This is an optimization exercise on Yosys and OpenROAD, whose aim is small area and a short achievable clock period, not a production implementation.
Only simulation tests tie the RTL to the original design; equivalence was not proved.
Power is estimated from default activity; no workload was simulated.

Setup of the previous run:
==> module onehot_mux31, before the edit <==
module onehot_mux31 (
    input  wire [30:0] sel,
    input  wire [30:0] d,
    input  wire        sel_x,     
    input  wire        d_x,
    output wire        q
);
wire [3:0] grp;
wire [1:0] n;
wire       nx;
onehot_or9 g0 (.sel(sel[8:0]),   .d(d[8:0]),   .q(grp[0]));
onehot_or9 g1 (.sel(sel[17:9]),  .d(d[17:9]),  .q(grp[1]));
onehot_or9 g2 (.sel(sel[26:18]), .d(d[26:18]), .q(grp[2]));
onehot_or4 g3 (.sel(sel[30:27]), .d(d[30:27]), .q(grp[3]));
nor2_cell  n0 (.a(grp[0]), .b(grp[1]), .y(n[0]));
nor2_cell  n1 (.a(grp[2]), .b(grp[3]), .y(n[1]));
nand2_cell x0 (.a(sel_x), .b(d_x), .y(nx));
nand3_cell n2 (.a(n[0]), .b(n[1]), .c(nx), .y(q));
endmodule
==> module onehot_or9, before the edit <==
module onehot_or9 (
    input  wire [8:0] sel,
    input  wire [8:0] d,
    output wire       q
);
wire [2:0] n;
aoi222_cell a0 (.a1(sel[0]), .a2(d[0]), .b1(sel[1]), .b2(d[1]), .c1(sel[2]), .c2(d[2]), .y(n[0]));
aoi222_cell a1 (.a1(sel[3]), .a2(d[3]), .b1(sel[4]), .b2(d[4]), .c1(sel[5]), .c2(d[5]), .y(n[1]));
aoi222_cell a2 (.a1(sel[6]), .a2(d[6]), .b1(sel[7]), .b2(d[7]), .c1(sel[8]), .c2(d[8]), .y(n[2]));
nand3_cell  r  (.a(n[0]), .b(n[1]), .c(n[2]), .y(q));
endmodule
==> module onehot_or4, before the edit <==
module onehot_or4 (
    input  wire [3:0] sel,
    input  wire [3:0] d,
    output wire       q
);
assign q = |(sel & d);
endmodule
==> module onehot_or5, before the edit <==
module onehot_or5 (
    input  wire [4:0] sel,
    input  wire [4:0] d,
    output wire       q
);
assign q = |(sel & d);
endmodule
==> module aoi222_cell, before the edit <==
module aoi222_cell (input wire a1, a2, b1, b2, c1, c2, output wire y);
assign y = ~((a1 & a2) | (b1 & b2) | (c1 & c2));
endmodule
==> module dmem_mux32, before the edit <==
module dmem_mux32 (
    input  wire [31:0] sel,
    input  wire [31:0] d,
    input  wire        in_range,
    output wire        q
);
wire [3:0] grp;
wire [1:0] n;
wire       x;
onehot_or9 g0 (.sel(sel[8:0]),   .d(d[8:0]),   .q(grp[0]));
onehot_or9 g1 (.sel(sel[17:9]),  .d(d[17:9]),  .q(grp[1]));
onehot_or9 g2 (.sel(sel[26:18]), .d(d[26:18]), .q(grp[2]));
onehot_or5 g3 (.sel(sel[31:27]), .d(d[31:27]), .q(grp[3]));
oai21_cell n0 (.a1(grp[0]), .a2(grp[1]), .b(in_range), .y(n[0]));
oai21_cell n1 (.a1(grp[2]), .a2(grp[3]), .b(in_range), .y(n[1]));
nand2b_cell x0 (.a_n(in_range), .b(d[0]), .y(x));
nand3_cell n2 (.a(n[0]), .b(n[1]), .c(x), .y(q));
endmodule
clock: 13.0 ns
lec_check: 0
cap_margin: 20
core_margin: 2
core_utilization: 35
cts_buf_list: sky130_fd_sc_hd__clkbuf_16
cts_cluster_diameter: 100
cts_cluster_size: 25
place_density: 0.62
setup_slack_margin: 5
slew_margin: 20
synth_hierarchical: 1
run.sh (not shown) runs the stock make flow with config.mk's settings and CLKGATE_MAP_FILE= SYNTH_SCRIPT=/design/flow/synth_recipe.tcl, a recipe that flattens the netlist after the stock synthesis.
Changes in the current run relative to the previous run:
--- a/flow/design.v
+++ b/flow/design.v
@@ -319,43 +319,29 @@
 wire [3:0] grp;
 wire [1:0] n;
 wire       nx;
-onehot_or9 g0 (.sel(sel[8:0]),   .d(d[8:0]),   .q(grp[0]));
-onehot_or9 g1 (.sel(sel[17:9]),  .d(d[17:9]),  .q(grp[1]));
-onehot_or9 g2 (.sel(sel[26:18]), .d(d[26:18]), .q(grp[2]));
-onehot_or4 g3 (.sel(sel[30:27]), .d(d[30:27]), .q(grp[3]));
+onehot_or8 g0 (.sel(sel[7:0]),   .d(d[7:0]),   .q(grp[0]));
+onehot_or8 g1 (.sel(sel[15:8]),  .d(d[15:8]),  .q(grp[1]));
+onehot_or8 g2 (.sel(sel[23:16]), .d(d[23:16]), .q(grp[2]));
+onehot_or7 g3 (.sel(sel[30:24]), .d(d[30:24]), .q(grp[3]));
 nor2_cell  n0 (.a(grp[0]), .b(grp[1]), .y(n[0]));
 nor2_cell  n1 (.a(grp[2]), .b(grp[3]), .y(n[1]));
 nand2_cell x0 (.a(sel_x), .b(d_x), .y(nx));
 nand3_cell n2 (.a(n[0]), .b(n[1]), .c(nx), .y(q));
 endmodule
-module onehot_or9 (
-    input  wire [8:0] sel,
-    input  wire [8:0] d,
-    output wire       q
-);
-wire [2:0] n;
-aoi222_cell a0 (.a1(sel[0]), .a2(d[0]), .b1(sel[1]), .b2(d[1]), .c1(sel[2]), .c2(d[2]), .y(n[0]));
-aoi222_cell a1 (.a1(sel[3]), .a2(d[3]), .b1(sel[4]), .b2(d[4]), .c1(sel[5]), .c2(d[5]), .y(n[1]));
-aoi222_cell a2 (.a1(sel[6]), .a2(d[6]), .b1(sel[7]), .b2(d[7]), .c1(sel[8]), .c2(d[8]), .y(n[2]));
-nand3_cell  r  (.a(n[0]), .b(n[1]), .c(n[2]), .y(q));
-endmodule
-module onehot_or4 (
-    input  wire [3:0] sel,
-    input  wire [3:0] d,
+module onehot_or8 (
+    input  wire [7:0] sel,
+    input  wire [7:0] d,
     output wire       q
 );
 assign q = |(sel & d);
 endmodule
-module onehot_or5 (
-    input  wire [4:0] sel,
-    input  wire [4:0] d,
+module onehot_or7 (
+    input  wire [6:0] sel,
+    input  wire [6:0] d,
     output wire       q
 );
 assign q = |(sel & d);
 endmodule
-module aoi222_cell (input wire a1, a2, b1, b2, c1, c2, output wire y);
-assign y = ~((a1 & a2) | (b1 & b2) | (c1 & c2));
-endmodule
 module nor2_cell (input wire a, b, output wire y);
 assign y = ~(a | b);
 endmodule
@@ -513,10 +499,10 @@
 wire [3:0] grp;
 wire [1:0] n;
 wire       x;
-onehot_or9 g0 (.sel(sel[8:0]),   .d(d[8:0]),   .q(grp[0]));
-onehot_or9 g1 (.sel(sel[17:9]),  .d(d[17:9]),  .q(grp[1]));
-onehot_or9 g2 (.sel(sel[26:18]), .d(d[26:18]), .q(grp[2]));
-onehot_or5 g3 (.sel(sel[31:27]), .d(d[31:27]), .q(grp[3]));
+onehot_or8 g0 (.sel(sel[7:0]),   .d(d[7:0]),   .q(grp[0]));
+onehot_or8 g1 (.sel(sel[15:8]),  .d(d[15:8]),  .q(grp[1]));
+onehot_or8 g2 (.sel(sel[23:16]), .d(d[23:16]), .q(grp[2]));
+onehot_or8 g3 (.sel(sel[31:24]), .d(d[31:24]), .q(grp[3]));
 oai21_cell n0 (.a1(grp[0]), .a2(grp[1]), .b(in_range), .y(n[0]));
 oai21_cell n1 (.a1(grp[2]), .a2(grp[3]), .b(in_range), .y(n[1]));
 nand2b_cell x0 (.a_n(in_range), .b(d[0]), .y(x));
Standard cell with the maximum stage delay on the critical path: sky130_fd_sc_hd__o21ai_1 -> the current run, sky130_fd_sc_hd__a222oi_1 -> the previous run. Diff the previous run -> the current run: number of cells after detailed placement increased by 5.6% relative to the old numbers, proportion of cell area occupied by multi-input gates increased by 1.2 points relative to the old numbers, average cell area after synthesis decreased by 5.6% relative to the old numbers, power share of the combinational group decreased by 0.4 points relative to the old numbers. Compared with the previous run, the current run shows clock tree buffer count of the final layout that has gone down slightly. The previous run → the current run: final area picked up an extra about 1.3%; ratio of final minimum period to clock period neither gained nor lost much. Against the previous run as the reference, the current run delivers a lower synthesis-to-layout area growth. The final cell count number comes out higher for the current run vs the previous run. From the previous run to the current run the numbers moved as follows: highest attainable clock frequency held, headroom to the max-slew limit went down 0.29 points, number of antenna violations at the first check in global routing went down 10. Going from the previous run to the current run, total wirelength of the detailed-routed design shrank by a few percent. The current run vs the previous run — die outline height climbed slightly.

## afterwards: timing with drivers on the ports
How much do the figures lean on ideal ports? The routed layouts below were timed once more, with nothing changed but the port constraints.
Step 1, drivers: a clkbuf_16 drives clk and a buf_2 each remaining input, both assumed.
Step 2, shift: input delay + t, output delay - t, t = (earliest + latest rising clock arrival at the registers) / 2. This alone moves slack from input paths to output paths.
Slacks: ideal / step 1 / step 2; pairs: ideal / step 1.
| run | t, ns | setup slack, ns | worst setup path at the end | worst data-port slew with drivers (ns) |
|---|---|---|---|---|
| the previous run | 0.909 | 4.847 / 4.840 / 4.007 | input to register | 0.10 |
| the current run | 0.879 | 4.866 / 4.836 / 4.046 | input to register | 0.13 |
After both steps setup and hold are still met in every run listed. For the previous run, which loses most, drivers alone change the setup slack by -0.007 ns; drivers and shift together by -0.840 ns.
